From an optimization exercise on the open Yosys and OpenROAD flow, aimed at small area; shortcuts taken in it are not production practice. At most, simulation tests tie the RTL to the original design; equivalence was not proved. Only the layout flow was run in runs 2 and 3; the RTL was not checked for function there. No activity file was given, so power comes from the tool's default toggle rates.

==> design.v <==
`timescale 1ns / 1ps
module SegmentDisplay(
    input clk,
    input rst,  
    input [3:0] input3, input0,
    output reg [3:0] an, 
    output reg [6:0] seg
    );
    reg [18:0] counter;
    parameter max = 10000;  
    reg currentan;  
    reg [7:0] segoutput0, segoutput1;  
    wire [3:0] twodisplay [1:0];  
    assign twodisplay[0] = input0;
    assign twodisplay[1] = input3;
    parameter zero = 7'b1000000;
    parameter one = 7'b1111001;
    parameter two = 7'b0100100;
    parameter three = 7'b0110000;
    parameter four = 7'b0011001;
    parameter five = 7'b0010010;
    parameter six = 7'b0000010;
    parameter seven = 7'b1111000;
    parameter eight = 7'b0000000;
    parameter nine = 7'b0011000;
    parameter ten = 7'b0001000;
    parameter eleven = 7'b0000011;
    parameter twelve = 7'b1000110; 
    parameter thirteen = 7'b0100001; 
    parameter fourteen = 7'b0000110;
    parameter fifteen = 7'b0001110;
    always @(posedge clk) begin
      if (rst) begin
        counter <= 0;
        currentan <= 0;
        segoutput0 <= 0;
        segoutput1 <= 0;
        an <= 4'b1111;
        seg <= 7'b1111111;
      end else begin
        if (counter < max) begin  
            counter <= counter + 1;
                           end 
        else               begin  
            currentan <= ~currentan;  
            counter <= 0;
                           end
    case (twodisplay[currentan]) 
        0: if (currentan) segoutput1 <= zero;  else segoutput0 <= zero;
        1: if (currentan) segoutput1 <= one;   else segoutput0 <= one; 
        2: if (currentan) segoutput1 <= two;   else segoutput0 <= two;
        3: if (currentan) segoutput1 <= three; else segoutput0 <= three;
        4: if (currentan) segoutput1 <= four;  else segoutput0 <= four;
        5: if (currentan) segoutput1 <= five;  else segoutput0 <= five;
        6: if (currentan) segoutput1 <= six;   else segoutput0 <= six;
        7: if (currentan) segoutput1 <= seven; else segoutput0 <= seven;
        8: if (currentan) segoutput1 <= eight; else segoutput0 <= eight;
        9: if (currentan) segoutput1 <= nine;  else segoutput0 <= nine;
    endcase
    case(currentan)  
        0: begin
            an <= 4'b1110;
            seg <= segoutput0;
           end 
        1: begin
            an <= 4'b0111;
            seg <= segoutput1;
           end
    endcase
      end
  end   
endmodule
`timescale 1ns / 1ps
module stoplightGame #(parameter SECOND = 32_768 - 1)
       (input [15:0] sw,  
        input clk, rst, btnC, btnR, btnL,  
        output [6:0] seg,  
        output [3:0] an,  
        output reg [15:0] led);  
    reg startFlag;  
    reg playingFlag;  
    reg [3:0] d0;
    reg [3:0] d3;
    reg [1:0] blink;
    reg secondwin;
    reg [3:0] state; 
    parameter idle = 4'b0000; 
    parameter pattern1 = 4'b0001;
    parameter pattern2 = 4'b0010;
    parameter pattern3 = 4'b0011;
    parameter victory = 4'b0100;
    parameter defeat = 4'b0101;
    parameter finish = 4'b0110;
    reg [26:0] counter;  
    reg [26:0] counter1;  
    reg [26:0] counter2;  
    reg [26:0] counter3;  
    reg [4:0] x; 
    reg [4:0] y;
    wire playing_now = btnR ? ~playingFlag : playingFlag;
    SegmentDisplay SD (.clk(clk), .rst(rst), .input0(d0), .input3(d3), .an(an), .seg(seg));               
    always @(posedge clk) begin
      if (rst) begin
        startFlag <= 0;
        playingFlag <= 0;
        d0 <= 0;
        d3 <= 0;
        blink <= 0;
        secondwin <= 0;
        state <= idle;
        counter <= 0;
        counter1 <= 0;
        counter2 <= 0;
        counter3 <= 0;
        x <= 1;
        y <= 0;
        led <= 0;
      end else
        case (state) 
            idle: begin
                 d3 <= 0;  
                 d0 <= 0;  
            if (btnC) begin        
                startFlag <= 1; 
                      end
            if (startFlag == 0) begin  
               if (counter < SECOND/2) begin
                        led[0] <= 1;
                        led[2] <= 1;
                        led[4] <= 1;
                        led[6] <= 1;
                        led[8] <= 1;
                        led[10] <= 1;
                        led[12] <= 1;
                        led[14] <= 1;
                        led[1] <= 0;
                        led[3] <= 0;
                        led[5] <= 0;
                        led[7] <= 0;
                        led[9] <= 0;
                        led[11] <= 0;
                        led[13] <= 0;
                        led[15] <= 0;                        
                                          end
                    else begin
                        led[0] <= 0;
                        led[2] <= 0;
                        led[4] <= 0;
                        led[6] <= 0;
                        led[8] <= 0;
                        led[10] <= 0;
                        led[12] <= 0;
                        led[14] <= 0;
                        led[1] <= 1;
                        led[3] <= 1;
                        led[5] <= 1;
                        led[7] <= 1;
                        led[9] <= 1;
                        led[11] <= 1;
                        led[13] <= 1;
                        led[15] <= 1;
                         end
                                end 
                else                  begin
                        state <= pattern1;
                                      end
                if (counter < SECOND) begin
                        counter <= counter + 1;
                                          end
                else begin
                        counter <= 0;
                     end
           end  
        pattern1: begin 
                 d3 <= 8;  
                 d0 <= 1;  
                 playingFlag <= 1;  
             if (btnR) begin 
                if (y == 8) begin  
                    counter <= 0;
                    blink <= 0;
                    secondwin <= 0;
                    state <= victory;
                            end
                else begin         
                    counter <= 0;
                    blink <= 0;
                    state <= defeat;
                     end                   
                                       end
                        led[0] <= 0;
                        led[2] <= 0;
                        led[4] <= 0;
                        led[6] <= 0;
                        led[8] <= 0;
                        led[10] <= 0;
                        led[12] <= 0;
                        led[14] <= 0;
                        led[1] <= 0;
                        led[3] <= 0;
                        led[5] <= 0;
                        led[7] <= 0;
                        led[9] <= 0;
                        led[11] <= 0;
                        led[13] <= 0;
                        led[15] <= 0;
              if (playing_now == 1) begin  
                   if (counter1 < SECOND/8) begin  
                        counter1 <= counter1 + 1;
                        led[y] <= 1;  
                        led[x] <= 0;  
                                              end
                   else                         begin
                        counter1 <= 0;
                        led[y] <= 0;
                        led[x] <= 1;
                        x <= (x + 5'd1 == 5'd16) ? 5'd0 : x + 5'd1;
                        y <= (y + 5'd1 == 5'd16) ? 5'd0 : y + 5'd1;                        
                                                end  
                                   end  
                               end  
          pattern2: begin
                 d3 <= 8;  
                 d0 <= 2;  
                 playingFlag <= 1;  
              if (btnR) begin 
                    if (y == 8) begin
                        counter <= 0;
                        blink <= 0;        
                        secondwin <= 1;            
                        state <= victory;
                                end
                    else begin
                        counter <= 0;
                        blink <= 0; 
                        state <= defeat;
                       end                   
                          end
                        led[0] <= 0;
                        led[2] <= 0;
                        led[4] <= 0;
                        led[6] <= 0;
                        led[8] <= 0;
                        led[10] <= 0;
                        led[12] <= 0;
                        led[14] <= 0;
                        led[1] <= 0;
                        led[3] <= 0;
                        led[5] <= 0;
                        led[7] <= 0;
                        led[9] <= 0;
                        led[11] <= 0;
                        led[13] <= 0;
                        led[15] <= 0;
              if (playing_now == 1) begin  
                   if (counter2 < SECOND/16) begin  
                        counter2 <= counter2 + 1;
                        led[y] <= 1;  
                        led[x] <= 0;  
                                              end
                   else                         begin
                        counter2 <= 0;
                        led[y] <= 0;
                        led[x] <= 1;
                        x <= (x + 5'd1 == 5'd16) ? 5'd0 : x + 5'd1;
                        y <= (y + 5'd1 == 5'd16) ? 5'd0 : y + 5'd1;                        
                                                end  
                                   end  
                               end  
         pattern3: begin 
                 d3 <= 8;  
                 d0 <= 3;  
                 playingFlag <= 1;  
          if (btnR) begin  
                if (y == 8) begin 
                    counter <= 0;
                    blink <= 0;
                    state <= finish;
                            end
              else begin 
                    counter <= 0;
                    blink <= 0;
                    state <= defeat;
                   end                   
                    end
                        led[0] <= 0;
                        led[2] <= 0;
                        led[4] <= 0;
                        led[6] <= 0;
                        led[8] <= 0;
                        led[10] <= 0;
                        led[12] <= 0;
                        led[14] <= 0;
                        led[1] <= 0;
                        led[3] <= 0;
                        led[5] <= 0;
                        led[7] <= 0;
                        led[9] <= 0;
                        led[11] <= 0;
                        led[13] <= 0;
                        led[15] <= 0;
              if (playing_now == 1) begin  
                   if (counter3 < SECOND/24) begin  
                        counter3 <= counter3 + 1;
                        led[y] <= 1;  
                        led[x] <= 0;  
                                              end
                   else                         begin
                        counter3 <= 0;
                        led[y] <= 0;
                        led[x] <= 1;
                        x <= (x + 5'd1 == 5'd16) ? 5'd0 : x + 5'd1;
                        y <= (y + 5'd1 == 5'd16) ? 5'd0 : y + 5'd1;                        
                                                end  
                                   end  
                               end  
          victory: begin
                    if (counter < SECOND/2) begin
                        led[0] <= 1;
                        led[2] <= 1;
                        led[4] <= 1;
                        led[6] <= 1;
                        led[8] <= 1;
                        led[10] <= 1;
                        led[12] <= 1;
                        led[14] <= 1;
                        led[1] <= 1;
                        led[3] <= 1;
                        led[5] <= 1;
                        led[7] <= 1;
                        led[9] <= 1;
                        led[11] <= 1;
                        led[13] <= 1;
                        led[15] <= 1;
                                          end
                    else begin
                        led[0] <= 0;
                        led[2] <= 0;
                        led[4] <= 0;
                        led[6] <= 0;
                        led[8] <= 0;
                        led[10] <= 0;
                        led[12] <= 0;
                        led[14] <= 0;
                        led[1] <= 0;
                        led[3] <= 0;
                        led[5] <= 0;
                        led[7] <= 0;
                        led[9] <= 0;
                        led[11] <= 0;
                        led[13] <= 0;
                        led[15] <= 0;
                         end
                if (counter < SECOND) begin
                        counter <= counter + 1;
                                          end
                else begin
                        counter <= 0;
                        blink <= blink + 1;  
                        if (blink == 2) begin
                            if (secondwin == 1) begin                                
                                state <= pattern3;
                                                end
                          else begin
                                state <= pattern2;
                               end
                                        end
                     end
                                end  
      finish: begin
                  d0 <= 4;
                  if (btnL) begin
                        startFlag <= 0;
                        state <= idle;
                            end
                  if (counter < SECOND/4) begin
                        led[0] <= 1;
                        led[2] <= 1;
                        led[4] <= 1;
                        led[6] <= 1;
                        led[8] <= 1;
                        led[10] <= 1;
                        led[12] <= 1;
                        led[14] <= 1;
                        led[1] <= 1;
                        led[3] <= 1;
                        led[5] <= 1;
                        led[7] <= 1;
                        led[9] <= 1;
                        led[11] <= 1;
                        led[13] <= 1;
                        led[15] <= 1;
                                          end
                    else begin
                        led[0] <= 0;
                        led[2] <= 0;
                        led[4] <= 0;
                        led[6] <= 0;
                        led[8] <= 0;
                        led[10] <= 0;
                        led[12] <= 0;
                        led[14] <= 0;
                        led[1] <= 0;
                        led[3] <= 0;
                        led[5] <= 0;
                        led[7] <= 0;
                        led[9] <= 0;
                        led[11] <= 0;
                        led[13] <= 0;
                        led[15] <= 0;
                         end
                if (counter < SECOND/2) begin
                        counter <= counter + 1;
                                          end
                else begin
                        counter <= 0;
                     end
                                 end  
      defeat: begin
                    if (counter < SECOND/4) begin
                        led[y] <= 1;  
                                          end
                    else begin
                        led[y] <= 0;
                         end
                if (counter < SECOND/2) begin
                        counter <= counter + 1;
                                          end
                else begin
                        counter <= 0;
                        blink <= blink + 1;  
                        if (blink == 3) begin
                            startFlag <= 0;
                            state <= idle;
                                        end
                     end
                            end
                        endcase  
   end   
endmodule
==> run.sh <==
#!/bin/bash
# synth_recipe.tcl (not shown) runs the flow's synth.tcl, then flattens the netlist and writes it again
# the make line also repeats each setting of config.mk as NAME=value (left out here)
make -C /OpenROAD-flow-scripts/flow DESIGN_CONFIG=/design/flow/config.mk WORK_HOME=/design/flow/orfs CLKGATE_MAP_FILE= SYNTH_SCRIPT=/design/flow/synth_recipe.tcl finish
==> config.mk <==
export PLATFORM = sky130hd
export DESIGN_NAME = stoplightGame
export DESIGN_NICKNAME = stoplightGame
export VERILOG_FILES = /design/flow/design.v
export SDC_FILE = /design/flow/constraint.sdc
export NUM_CORES = 4
export LEC_CHECK = 0
export CAP_MARGIN = 20
export CORE_MARGIN = 2
export CORE_UTILIZATION = 40
export SLEW_MARGIN = 20
==> constraint.sdc <==
create_clock -name core_clock -period 10.0 [get_ports {clk}]
set_input_delay 2.0000 -clock core_clock [delete_from_list [all_inputs] [get_ports {clk}]]
set_output_delay 2.0000 -clock core_clock [all_outputs]
set_load 0.01 [all_outputs]
==> results of run 1 <==
## stage by stage
stage	instance area [sq um]	hold slack [ns]
5_1_grt	9980	0.477
6_report	9980	0.460
4_1_cts	9980	0.466
2_1_floorplan	8940	0.430
3_3_place_gp	9370	0.441
3_5_place_dp	9370	0.445
## worst max-delay path, stage by stage
cell	delay [ns]
clkdlybuf4s50_1	0.60
xnor2_2	0.26
nor4_2	0.53
o21ai_1	0.28
o211ai_2	0.39
and2_1	0.25
a221oi_1	0.09
a221oi_1	0.30
## report_power, final
part / total [uW] / switching [uW] / internal [uW]
logic: 191 / 108 / 83.0
registers: 819 / 36.6 / 783
clock network: 689 / 323 / 366
## layer usage
layer | vias up | wire [um]
met5 | - | 0
met4 | 0 | 295
met2 | 107 | 8640
met3 | 23 | 573
li1 | 3870 | -
met1 | 3482 | 9430
## flip-flops by register name, indices dropped and copies added (netlist names), 2 cells and up
| signal | count |
|---|---|
| SD.an | 2 |
| SD.counter | 19 |
| SD.seg | 7 |
| SD.segoutput0 | 7 |
| SD.segoutput1 | 7 |
| blink | 2 |
| counter | 27 |
| counter1 | 27 |
| counter2 | 27 |
| counter3 | 27 |
| d0 | 3 |
| led | 16 |
| state | 3 |
| x | 5 |
| y | 5 |
## logic make-up after synthesis
kind of cell,synth area share (%)
multiplexers,1.81
AND/OR/NAND/NOR,27.6
AO/OA/AOI/OAI,16.4
other,0.0842
adder cells (fa/ha/maj),2.10
buffers and inverters,3.59
flip-flops,42.4
XOR/XNOR,5.98
## synth_stat cells, types with 18 or more instances
cell type and n:
dfxtp_1 189, nor2_1 180, nand2_1 103, a21oi_1 62, nand3_1 51, xor2_1 43, o21ai_0 34, clkbuf_1 31
a31oi_1 26, inv_1 24, nand4_1 23, and3_1 22, a221oi_1 19, nor4_1 18
## final cells by class
class                           count  area [sq um]  area share, %
Clock buffer                       18           439           4.40
Timing Repair Buffer               33           315           3.16
Inverter                           24          90.1          0.903
Clock inverter                     14           169           1.69
Multi-Input combinational cell    824          4830           48.4
Sequential cell                   189          3780           37.9
Tap cell                          280           350           3.51
## worst min-delay path by stage
stage,from,depth (start not counted),endpoint
2_1_floorplan,SD.segoutput1[0]$_SDFFE_PP0P_,1,SD.segoutput1[0]$_SDFFE_PP0P_
3_3_place_gp,SD.segoutput1[2]$_SDFFE_PP0P_,1,SD.segoutput1[2]$_SDFFE_PP0P_
3_5_place_dp,SD.segoutput1[4]$_SDFFE_PP0P_,1,SD.segoutput1[4]$_SDFFE_PP0P_
4_1_cts,SD.segoutput1[2]$_SDFFE_PP0P_,1,SD.segoutput1[2]$_SDFFE_PP0P_
5_1_grt,SD.segoutput1[5]$_SDFFE_PP0P_,1,SD.segoutput1[5]$_SDFFE_PP0P_
6_report,SD.segoutput1[4]$_SDFFE_PP0P_,1,SD.segoutput1[4]$_SDFFE_PP0P_
==> impl_metrics.json, run 1 <==
{
  "status": "timing/DRC/antenna clean",
  "grt_pass1_wl_mm": 33.3,
  "root_buffer": "clkbuf_16",
  "synth-async-reset-ratio_pct": 0,
  "clk_latency_ns": 0.44,
  "drv_slew": 0,
  "worst_slack_ns": 5.63,
  "postCtsSetupRepairBufs": 0,
  "ant_nets": 0,
  "cts_buffers": 17,
  "final_util_pct": 45.7,
  "drc": 0,
  "cp-endpoint": "led[10]$_SDFFE_PP0P_",
  "synth_top_flop_cell": "dfxtp_1",
  "row_count": 54,
  "fp.dieW_um": 153,
  "die-area_sq_um": 23500,
  "hold_viol_final": 0,
  "cts_buffer_depth": 2,
  "place_congestion": 0.805,
  "skew_ns": 0.0122,
  "die_h_um": 153,
  "antenna_cells": 0,
  "timing.rr.start": "state[2]$_SDFFE_PP0P_",
  "clock.fmax_mhz": 229,
  "io_pins": 48,
  "final_cell_mix": "dfxtp_1, nor2_1, nand2_1, a21oi_1, nand3_1",
  "ys_warn_count": 2,
  "fill_cells": 2199,
  "place_ws_ns": 5.17,
  "finalPower_uw": 1700,
  "r2r-end": "led[3]$_SDFFE_PP0P_",
  "coreArea_sq_um": 21800,
  "nets": 1125,
  "synthesis.area_sq_um": 8920,
  "relSlewSlack_pct": 35.1,
  "cts_tree": "built",
  "grt_use_met3_pct": 3.20,
  "arrival_ns": 4.71,
  "routed_wl_mm": 18.9,
  "worst_setup_path_end_kind": "register",
  "dr.pass1.iters": 5,
  "use_met1_pct": 22.1,
  "synthToLayoutAreaGrowth_pct": 11.9,
  "worstSetupPathType": "in2reg",
  "viasPerCell": 5.41,
  "initialDrtViolationCount": 380,
  "hp-class": "reg2reg",
  "cts_max_level": 4,
  "fin_setup_tns_ns": 0,
  "synthCells": 1083,
  "p_leak_uw": 0.00351,
  "final_cell_count_no_fill": 1382,
  "grt_max_degree": 50,
  "synth_area_per_cell_sq_um": 8.23,
  "ys_seq_area_share_pct": 42.4,
  "grt_pass1_vias": 7097,
  "ctsHoldBuffers": 0,
  "cts.sinks": 189,
  "final_common_cell": "dfxtp_1",
  "setup_viol": 0,
  "wl_per_cell_um": 13.7,
  "synth_seq_cells": 189,
  "setup.worst_path.start": "btnR",
  "post-route-period-util_pct": 43.7,
  "rr_worst_depth": 6,
  "cts.clk_slew.worst_paths_ns": 0.08,
  "dp.cells": 1350,
  "busiest_layer": "met2",
  "max-cap-violations": 0,
  "start_util_pct": 40.9,
  "gr-total-overflow": 0,
  "synth.distinct_cells": 72,
  "post_cts_resized": 0,
  "synth_top_area_share_pct": 42.4,
  "grt.total_usage_pct": 16.7,
  "antenna_found_initial": 0,
  "hpwl_mm": 12.8,
  "drive_above_1_share_pct": 5.26,
  "required_ns": 10.34,
  "finalCriticalPeriod_ns": 4.37,
  "synth_edf_count": 0,
  "start_kind": "input pin",
  "ys_top_cells_by_area": "dfxtp_1, nor2_1, nand2_1",
  "ir_worst_vdd_mv": 0.107,
  "regToRegSetupSlack_ns": 6.77,
  "tightest_slew_ns": 0.973,
  "io_buffers": 29,
  "rsz0062_at_grt": "false",
  "yosysTopAreaCell": "dfxtp_1",
  "vias": 7482,
  "power.density_nw_per_um2": 170,
  "use_met2_pct": 27.2,
  "crit_fanout": 17
}
==> inputs of run 2 (changes only) <==
==> design.v (replaced) <==
module SegmentDisplay(
    input clk,
    input rst,  
    input [2:0] d0,  
    output [3:0] an,
    output reg [6:0] seg
    );
    localparam [2:0] D8  = 3'd5;
    localparam [2:0] BLK = 3'd7;
    localparam [13:0] DS0 = 14'd13637, DMASK = 14'd15967, DLAST = 14'd64;
    reg [13:0] counter;
    reg        currentan;
    reg [2:0]  so0;       
    reg        so1;       
    reg [2:0]  s;         
    reg        cap;       
    always @(posedge clk) begin
        if (rst) begin
            counter <= DS0;
            currentan <= 0;
            so0 <= D8;
            so1 <= 1'b1;
            s <= BLK;
        end else begin
            if ((counter & DMASK) == DLAST) begin
                counter <= DS0;
                currentan <= ~currentan;
            end else
                counter <= {counter[12:0], counter[13] ^ counter[0]};
            if (currentan) so1 <= (d0 != 3'd0);
            else           so0 <= d0;
            s <= currentan ? (so1 ? D8 : 3'd0) : so0;
        end
        cap <= currentan;
    end
    wire blank = (s == BLK);
    assign an = {blank | ~cap, 2'b11, blank | cap};
    always @(*) begin
        case (s)
            3'd0: seg = 7'b1000000;
            3'd1: seg = 7'b1111001;
            3'd2: seg = 7'b0100100;
            3'd3: seg = 7'b0110000;
            3'd4: seg = 7'b0011001;
            D8:   seg = 7'b0000000;
            default: seg = 7'b1111111;
        endcase
    end
endmodule
module stoplightGame #(parameter SECOND = 32_768 - 1)
       (input [15:0] sw,
        input clk, rst, btnC, btnR, btnL,
        output [6:0] seg,
        output [3:0] an,
        output [15:0] led);
    localparam [2:0] IDLE0 = 3'd0, IDLE1 = 3'd1, P1 = 3'd2, P2 = 3'd3,
                     P3 = 3'd4, VIC = 3'd5, DEF = 3'd6, FIN = 3'd7;
    reg [2:0]  state;
    reg        pf;         
    reg [2:0]  d0;         
    reg [1:0]  blink;
    localparam [13:0] LS0 = 14'd928, LMASK = 14'd16361, LLAST = 14'd289;
    reg [13:0] L;
    reg [1:0]  H;
    reg [11:0] c1;
    reg [10:0] c2;
    reg [10:0] c3;
    reg [3:0]  y;
    reg        oh, pe, po;  
    wire is_p = (state == P1) | (state == P2) | (state == P3);
    wire playing = btnR ^ pf;
    wire c1max = &c1;
    wire c2max = &c2;
    wire c3max = (c3 == 11'd1365);
    wire step = playing & ((state == P1 & c1max) | (state == P2 & c2max) | (state == P3 & c3max));
    wire last = (L & LMASK) == LLAST;
    wire A = ~H[1] & ~(H[0] & last);    
    wire B = ~H[0] & ~last;             
    wire wrap_full = &H & last;
    wire wrap_half = H[0] & last;
    SegmentDisplay SD (.clk(clk), .rst(rst), .d0(d0), .an(an), .seg(seg));
    always @(posedge clk) begin
        if (rst) begin
            state <= IDLE0;
            pf <= 0;
            d0 <= 0;
            L <= LS0; H <= 0;
            c1 <= 0; c2 <= 0; c3 <= 0;
            y <= 0;
            oh <= 0; pe <= 0; po <= 0;
        end else begin
            L <= last ? LS0 : {L[12:0], L[13] ^ L[0]};
            H <= H + last;
            case (state)
            IDLE0: begin
                d0 <= 0;
                if (btnC) state <= IDLE1;
                oh <= 0; pe <= A; po <= ~A;
            end
            IDLE1: begin
                d0 <= 0;
                state <= P1;
            end
            P1, P2, P3: begin
                d0 <= (state == P1) ? 3'd1 : (state == P2) ? 3'd2 : 3'd3;
                pf <= 1;
                if (btnR) begin
                    L <= LS0; H <= 0;
                    blink <= 0;
                    state <= (y != 4'd8) ? DEF : (state == P3) ? FIN : VIC;
                end
                oh <= playing; pe <= 0; po <= 0;
                if (playing) begin
                    if (state == P1) c1 <= c1 + 1'b1;
                    if (state == P2) c2 <= c2 + 1'b1;
                    if (state == P3) c3 <= c3max ? 11'd0 : c3 + 1'b1;
                end
                if (step) y <= y + 1'b1;
            end
            VIC: begin
                oh <= 0; pe <= A; po <= A;
                if (wrap_full) begin
                    blink <= blink + 1'b1;
                    if (blink == 2'd2) state <= d0[1] ? P3 : P2;
                end
            end
            FIN: begin
                d0 <= 3'd4;
                oh <= 0; pe <= B; po <= B;
                H[1] <= 0;
                if (btnL) state <= IDLE0;
            end
            DEF: begin
                oh <= B; pe <= 0; po <= 0;
                H[1] <= 0;
                if (wrap_half) begin
                    blink <= blink + 1'b1;
                    if (blink == 2'd3) state <= IDLE0;
                end
            end
            endcase
        end
    end
    genvar i;
    generate for (i = 0; i < 16; i = i + 1) begin : g_led
        assign led[i] = (oh & (y == i)) | ((i % 2 == 0) ? pe : po);
    end endgenerate
endmodule
==> run 2 against run 1 <==
- design area down 53%
- first-iteration DRC count decreased by 62%
- total power shrank 46%
- critical endpoint is now c3[1]$_SDFFE_PP0P_
- synthesized area fell by 53%
- clock power is 63% lower
- hold slack lost 0.045 ns
- register-to-register slack better by 0.61 ns
==> impl_metrics.json, run 2 <==
{
  "status": "timing/DRC/antenna clean",
  "drv_slew": 0,
  "initialDrtViolationCount": 143,
  "hold-worst-slack_ns": 0.416,
  "die-area_sq_um": 11300,
  "worstSetupPathType": "in2reg",
  "hp-class": "reg2reg",
  "row_count": 37,
  "grt_pass1_vias": 3000,
  "max-cap-violations": 0,
  "cts_tree": "built",
  "arrival_ns": 4.36,
  "cts.sinks": 89,
  "viasPerCell": 5.16,
  "regToRegSetupSlack_ns": 7.38,
  "final_cell_mix": "dfxtp_1, nor2_1, clkdlybuf4s50_1, nand2_1",
  "drive_above_1_share_pct": 7.85,
  "place_congestion": 0.769,
  "ys_warn_count": 2,
  "rsz0062_at_grt": "false",
  "rr_worst_depth": 5,
  "critPathBufInv": 1,
  "io_pins": 48,
  "skew_ns": 0.0102,
  "root_buffer": "clkbuf_8",
  "synth.distinct_cells": 61,
  "post-route-period-util_pct": 40.7,
  "synth_top_area_share_pct": 41.4,
  "post_cts_resized": 0,
  "cts_buffers": 9,
  "cts_max_level": 3,
  "dr.pass1.iters": 4,
  "synth-async-reset-ratio_pct": 0,
  "fp.dieW_um": 107,
  "worst_setup_path_end_kind": "register",
  "synth_edf_count": 2,
  "dp.cells": 604,
  "postCtsSetupRepairBufs": 0,
  "hold_start": "SD.counter[5]$_SDFF_PP0_",
  "vias": 3202,
  "required_ns": 10.29,
  "final_cell_count_no_fill": 620,
  "synth_common_cells": "dfxtp_1, nor2_1, nand2_1, nand3_1, xor2_1",
  "synth_top_flop_cell": "dfxtp_1",
  "tightest_slew_ns": 1.01,
  "ys_seq_area_share_pct": 42.9,
  "fin_setup_tns_ns": 0,
  "synthesis.area_sq_um": 4200,
  "clk_latency_ns": 0.36,
  "timing.rr.start": "state[2]$_SDFFE_PP0P_",
  "r2r-end": "c3[1]$_SDFFE_PP0P_",
  "finalCriticalPeriod_ns": 4.07,
  "clock.fmax_mhz": 246,
  "hold_end": "SD.counter[6]$_SDFF_PP1_",
  "crit_fanout": 12,
  "wl_per_cell_um": 13.1,
  "yosysTopAreaCell": "dfxtp_1",
  "cts.clk_slew.worst_paths_ns": 0.09,
  "start_kind": "input pin",
  "synth_seq_cells": 89,
  "synth.most_common_cell": "dfxtp_1",
  "ant_nets": 0,
  "grt_max_degree": 51,
  "slowest_delay_ns": 0.80,
  "ys_top_cells_by_area": "dfxtp_1, nor2_1, xor2_1",
  "grt_pass1_wl_mm": 13.7,
  "cts_buffer_depth": 2,
  "p_leak_uw": 0.00182,
  "gr-total-overflow": 0,
  "relSlewSlack_pct": 32.3,
  "hpwl_mm": 5.63,
  "final_util_pct": 46.1,
  "reg.largest.list": "L (14), SD.counter (14), c1 (12)",
  "hold_viol_final": 0,
  "min_path_cells": 1,
  "synth_area_per_cell_sq_um": 9.06,
  "path_cells": "clkdlybuf4s50_1 > xnor2_2 > nor3_2 > nand3_2 > nand2_1 > a211oi_1",
  "synthCells": 464,
  "ir_worst_vdd_mv": 0.143,
  "coreArea_sq_um": 10300,
  "nets": 513,
  "antenna_found_initial": 0,
  "critical-path-slowest-cell": "xnor2_2",
  "final_common_cell": "dfxtp_1",
  "routed_wl_mm": 8.11,
  "grt.total_usage_pct": 14.9,
  "io_buffers": 29,
  "drc": 0,
  "die_h_um": 107,
  "ctsHoldBuffers": 0,
  "crit_family": "XOR/XNOR gates",
  "start_util_pct": 40.9,
  "antenna_cells": 0,
  "setup_viol": 0,
  "power.density_nw_per_um2": 193,
  "synthToLayoutAreaGrowth_pct": 12.7
}
run 2: cell count changes in the layout (fill, tap and decap cells not counted), sizes merged, moves of 24 or more:
| cell | change |
|---|---|
| o21ai | -24 |
| nor2 | -128 |
| dfxtp | -102 |
| a21oi | -48 |
| nand3 | -30 |
| nand2 | -75 |
run 2: worst max path at each step:
stage	cells past startpoint	to	from
5_1_grt	6	c3[1]$_SDFFE_PP0P_	btnR
6_report	6	c3[1]$_SDFFE_PP0P_	btnR
2_1_floorplan	7	y[3]$_SDFFE_PP0P_	btnR
3_5_place_dp	6	c3[1]$_SDFFE_PP0P_	btnR
4_1_cts	6	c3[1]$_SDFFE_PP0P_	btnR
3_3_place_gp	6	c3[1]$_SDFFE_PP0P_	btnR
run 2: metrics by stage:
stage               area, sq um  total power (uW)  worst slack [ns]
floorplan                  4210               596              6.66
global placement           4530               660              5.58
detailed placement         4530               665              5.49
CTS                        4740               923              5.89
global route               4740               970              5.75
finish                     4740               913              5.93
run 2: cell families after synthesis:
group | synth area share [%]
AOI/OAI and AO/OA | 11.3
adders and majority gates | 3.87
other | 0.0892
and+or+nand+nor | 27.5
muxes | 1.96
xor gates and xnor gates | 7.47
buffers and inverters | 4.94
DFF | 42.9
run 2: power by group:
group | switching, uW | total [uW] | leakage [uW] | internal (uW)
clock network | 130 | 255 | 0.000103 | 125
registers | 49.6 | 434 | 0.000729 | 384
logic | 112 | 224 | 0.000991 | 112
run 2: worst reg2reg max path, cell delays in order, from the launching register on:
cell and delay [ns]:
dfxtp_1 1.00, nand2b_1 0.29, nor3_2 0.55, nand3_2 0.22
nand2_1 0.36, a211oi_1 0.09
run 2: area by class of cell:
type	instances	area, sq um
clock buffer	10	138
inverter	17	63.8
clock inverter	6	72.6
timing repair buffer	30	293
tap	136	170
fill	1009	5540
sequential	89	1800
multi-input combinational	332	2200
run 2: per-layer routing:
metal | part of all wire [%] | track usage [%] | vias to the layer above
met5 | 0 | 0 | -
met4 | 0.96 | 4.08 | 0
met3 | 3.1 | 5.09 | 6
met2 | 48 | 24.5 | 38
met1 | 48 | 18.5 | 1507
li1 | - | - | 1651
==> inputs of run 3 (changes only) <==
--- a/design.v
+++ b/design.v
@@ -63,14 +63,17 @@
     reg [13:0] L;
     reg [1:0]  H;
-    reg [11:0] c1;
-    reg [10:0] c2;
-    reg [10:0] c3;
+    reg [12:0] c1;    
+    wire c1max = (c1 & 13'd6654) == 13'd432;
+    wire c1_fb = ~(c1[0] ^ c1[12]);
+    reg [11:0] c2;    
+    wire c2max = (c2 & 12'd4062) == 12'd976;
+    wire c2_fb = ~(c2[0] ^ c2[11]);
+    reg [10:0] c3;    
+    wire c3max = (c3 & 11'd1471) == 11'd173;
+    wire c3_fb = ~(c3[0] ^ c3[10]);
     reg [3:0]  y;
     reg        oh, pe, po;  
     wire is_p = (state == P1) | (state == P2) | (state == P3);
     wire playing = btnR ^ pf;
-    wire c1max = &c1;
-    wire c2max = &c2;
-    wire c3max = (c3 == 11'd1365);
     wire step = playing & ((state == P1 & c1max) | (state == P2 & c2max) | (state == P3 & c3max));
     wire last = (L & LMASK) == LLAST;
@@ -112,7 +115,7 @@
                 oh <= playing; pe <= 0; po <= 0;
                 if (playing) begin
-                    if (state == P1) c1 <= c1 + 1'b1;
-                    if (state == P2) c2 <= c2 + 1'b1;
-                    if (state == P3) c3 <= c3max ? 11'd0 : c3 + 1'b1;
+                    if (state == P1) c1 <= c1max ? 13'd0 : {c1[11:0], c1_fb};
+                    if (state == P2) c2 <= c2max ? 12'd0 : {c2[10:0], c2_fb};
+                    if (state == P3) c3 <= c3max ? 11'd0 : {c3[9:0], c3_fb};
                 end
                 if (step) y <= y + 1'b1;
--- a/config.mk
+++ b/config.mk
@@ -9,3 +9,5 @@
 export CORE_MARGIN = 2
 export CORE_UTILIZATION = 40
+export CTS_CLUSTER_DIAMETER = 100
+export CTS_CLUSTER_SIZE = 30
 export SLEW_MARGIN = 20
==> run 3 against run 2 <==
- sequential power rose by 3%
- register-to-register slack got worse by 0.12 ns
- combinational power rose by 8.9%
- via count fell by 9.6%
- design area fell by 6.0%
- routed wire length fell by 11%
- synthesized area fell by 6.7%
- hold slack got worse by 0.0058 ns
- sequential share of layout area rose by 3.3 points
- clock power fell by 12%
- final cell count fell by 5.6%
- critical path depth did not move
- largest cell class unchanged
- highest routed layer unchanged
==> impl_metrics.json, run 3 <==
{
  "status": "timing/DRC/antenna clean",
  "io_buffers": 29,
  "synth-simple-area-share_pct": 26.4,
  "post-route-period-util_pct": 40.4,
  "nets": 477,
  "synthToLayoutAreaGrowth_pct": 13.5,
  "start_kind": "input pin",
  "final_util_pct": 46.2,
  "post_cts_resized": 0,
  "cts_buffers": 9,
  "grt_pass1_wl_mm": 12.0,
  "power.density_nw_per_um2": 206,
  "relSlewSlack_pct": 33.3,
  "synth_common_cells": "dfxtp_1, nor2_1, nand2_1, a22oi_1, nand2b_1",
  "hold_viol_final": 0,
  "ir_worst_vdd_mv": 0.0753,
  "cts_tree": "built",
  "grt_max_degree": 67,
  "crit_fanout": 14,
  "ys_warn_count": 2,
  "rsz0062_at_grt": "false",
  "routed_wl_mm": 7.21,
  "drive_above_1_share_pct": 6.64,
  "critical-path-slowest-cell": "clkdlybuf4s50_1",
  "row_count": 36,
  "clock.fmax_mhz": 247,
  "synth_top_area_share_pct": 45.4,
  "die-area_sq_um": 10600,
  "cts.sinks": 91,
  "crit_family": "simple AND/OR/NAND/NOR gates",
  "ys_seq_area_share_pct": 46.9,
  "initialDrtViolationCount": 88,
  "ant_nets": 0,
  "final_common_cell": "dfxtp_1",
  "root_buffer": "clkbuf_8",
  "grt_pass1_vias": 2661,
  "critPathBufInv": 1,
  "skew_ns": 0.0110,
  "regToRegSetupSlack_ns": 7.26,
  "synth-xor-area-share_pct": 1.98,
  "synthAdderAreaFrac_pct": 3.13,
  "cts.clk_slew.worst_paths_ns": 0.08,
  "hp-class": "reg2reg",
  "arrival_ns": 4.33,
  "cts_buffer_depth": 2,
  "synth.area.mux_share_pct": 3.83,
  "gr-total-overflow": 0,
  "synth_seq_cells": 91,
  "fin_setup_tns_ns": 0,
  "synthCells": 429,
  "ctsHoldBuffers": 0,
  "cts_max_level": 3,
  "worst_setup_path_end_kind": "register",
  "synth_area_per_cell_sq_um": 9.15,
  "start_util_pct": 40.7,
  "yosysTopAreaCell": "dfxtp_1",
  "synth_top_family_by_area": "simple AND/OR/NAND/NOR gates",
  "grt.total_usage_pct": 14.4,
  "p_leak_uw": 0.00180,
  "max-cap-violations": 0,
  "reg.largest.list": "L (14), SD.counter (14), c1 (13)",
  "finalCriticalPeriod_ns": 4.04,
  "wl_per_cell_um": 12.3,
  "worstSetupPathType": "in2reg",
  "postCtsSetupRepairBufs": 0,
  "coreArea_sq_um": 9640,
  "synth_top_flop_cell": "dfxtp_1",
  "fill_cells": 964,
  "final_cell_mix": "dfxtp_1, nor2_1, nand2_1, clkdlybuf4s50_1, a22oi_1",
  "vias": 2896,
  "setup_viol": 0,
  "hpwl_mm": 4.86,
  "synth.distinct_cells": 59,
  "viasPerCell": 4.95,
  "antenna_cells": 0,
  "dr.pass1.iters": 4,
  "finalPower_uw": 916,
  "ff_latch_area_sq_um": 1840,
  "die_h_um": 103,
  "synthesis.area_sq_um": 3920,
  "drc": 0,
  "fp.dieW_um": 103,
  "multi_input_area_sq_um": 1920,
  "drv_slew": 0,
  "clk_latency_ns": 0.36,
  "place_congestion": 0.803,
  "synth_edf_count": 2,
  "slowest_delay_ns": 0.66,
  "io_pins": 48,
  "required_ns": 10.29,
  "synth-compound-area-share_pct": 13.5,
  "synth-async-reset-ratio_pct": 0,
  "tightest_slew_ns": 0.999,
  "path_cells": "clkdlybuf4s50_1 > xor2_2 > nand2_1 > a31oi_4 > or3b_1 > a21oi_1",
  "synth.most_common_cell": "dfxtp_1",
  "antenna_found_initial": 0,
  "ys_top_cells_by_area": "dfxtp_1, nor2_1, nand2_1"
}
[run 3: cell families after synthesis]
logic type,Yosys count
and+or+nand+nor,191
DFF,91
AOI/OAI and AO/OA,74
buffers and inverters,39
muxes,15
adders and majority gates,10
xor gates and xnor gates,8
other,1
[run 3: cell type report]
class / instances / share of cell area [%]
clock buffers: 13 / 3.34
clock inverters: 3 / 0.534
inverters: 15 / 1.26
multi-input cells: 300 / 43.2
flip-flops and latches: 91 / 41.4
well taps: 133 / 3.74
repair buffers: 30 / 6.58
[run 3: metrics by stage]
stage	setup WS [ns]	area [sq um]	cells	hold slack, ns
3_3_place_gp	5.60	4280	569	0.388
4_1_cts	5.97	4450	585	0.413
6_report	5.96	4450	585	0.410
3_5_place_dp	5.59	4280	569	0.392
2_1_floorplan	6.69	3930	430	0.329
5_1_grt	5.76	4450	585	0.439
[run 3: worst paths after layout]
kind | end | cells past startpoint | startpoint
worst max register to register | c1[0]$_SDFFE_PP0P_ | 5 | state[1]$_SDFFE_PP0P_
worst max-delay path | c1[0]$_SDFFE_PP0P_ | 6 | btnR
worst min register to register | SD.counter[6]$_SDFF_PP1_ | 1 | SD.counter[5]$_SDFF_PP0_
worst min-delay path | SD.counter[6]$_SDFF_PP1_ | 1 | SD.counter[5]$_SDFF_PP0_
[run 3: worst register-to-register path, delay by kind of cell (launching register included)]
family,cells,cell delay [ns]
and+or+nand+nor,3,1.13
DFF,1,0.99
AOI/OAI and AO/OA,2,0.54
[run 3: per-layer routing]
metal	vias to the layer above	part of all wire [%]	global-route usage, %
li1	1509	-	-
met1	1328	49	18.4
met2	48	45	23.3
met3	11	3.1	2.03
met4	0	2.6	8.50
met5	-	0	0
[run 3: where the power goes]
group	leakage, uW	internal, uW	switching (uW)
sequential	0.000745	397	52.4
clock	0.0000799	97.9	126
combinational	0.000970	122	122
total	0.00180	616	300

-- static timing again, ports no longer ideal --
The results above use ideal ports. As a check the final layouts listed here were re-extracted and re-timed, cells and wires unchanged.
Step 1: set_driving_cell puts a clkbuf_16 on clk and a buf_2 on each other input, an assumption about the parent block.
Step 2 also shifts input and output timing later by t, the mid clock arrival at the registers, as if the neighbouring blocks saw the same clock.
Three values: no drivers, after step 1, after step 2; two values: the first two.
run | t, ns | setup slack, ns | worst setup path at the end | worst register clock-pin slew, ns | pins driven straight from the clock port
run 1 | 0.472 | 5.634 / 5.643 / 5.171 | input to register | 0.08 / 0.08 | 1
run 2 | 0.389 | 5.930 / 5.939 / 5.551 | input to register | 0.09 / 0.09 | 1
run 3 | 0.392 | 5.957 / 5.957 / 5.565 | input to register | 0.09 / 0.09 | 1
After both steps setup and hold are still met in every run listed. The setup slack of run 1, which loses most, moves by +0.009 ns with the drivers and by -0.463 ns with both steps.
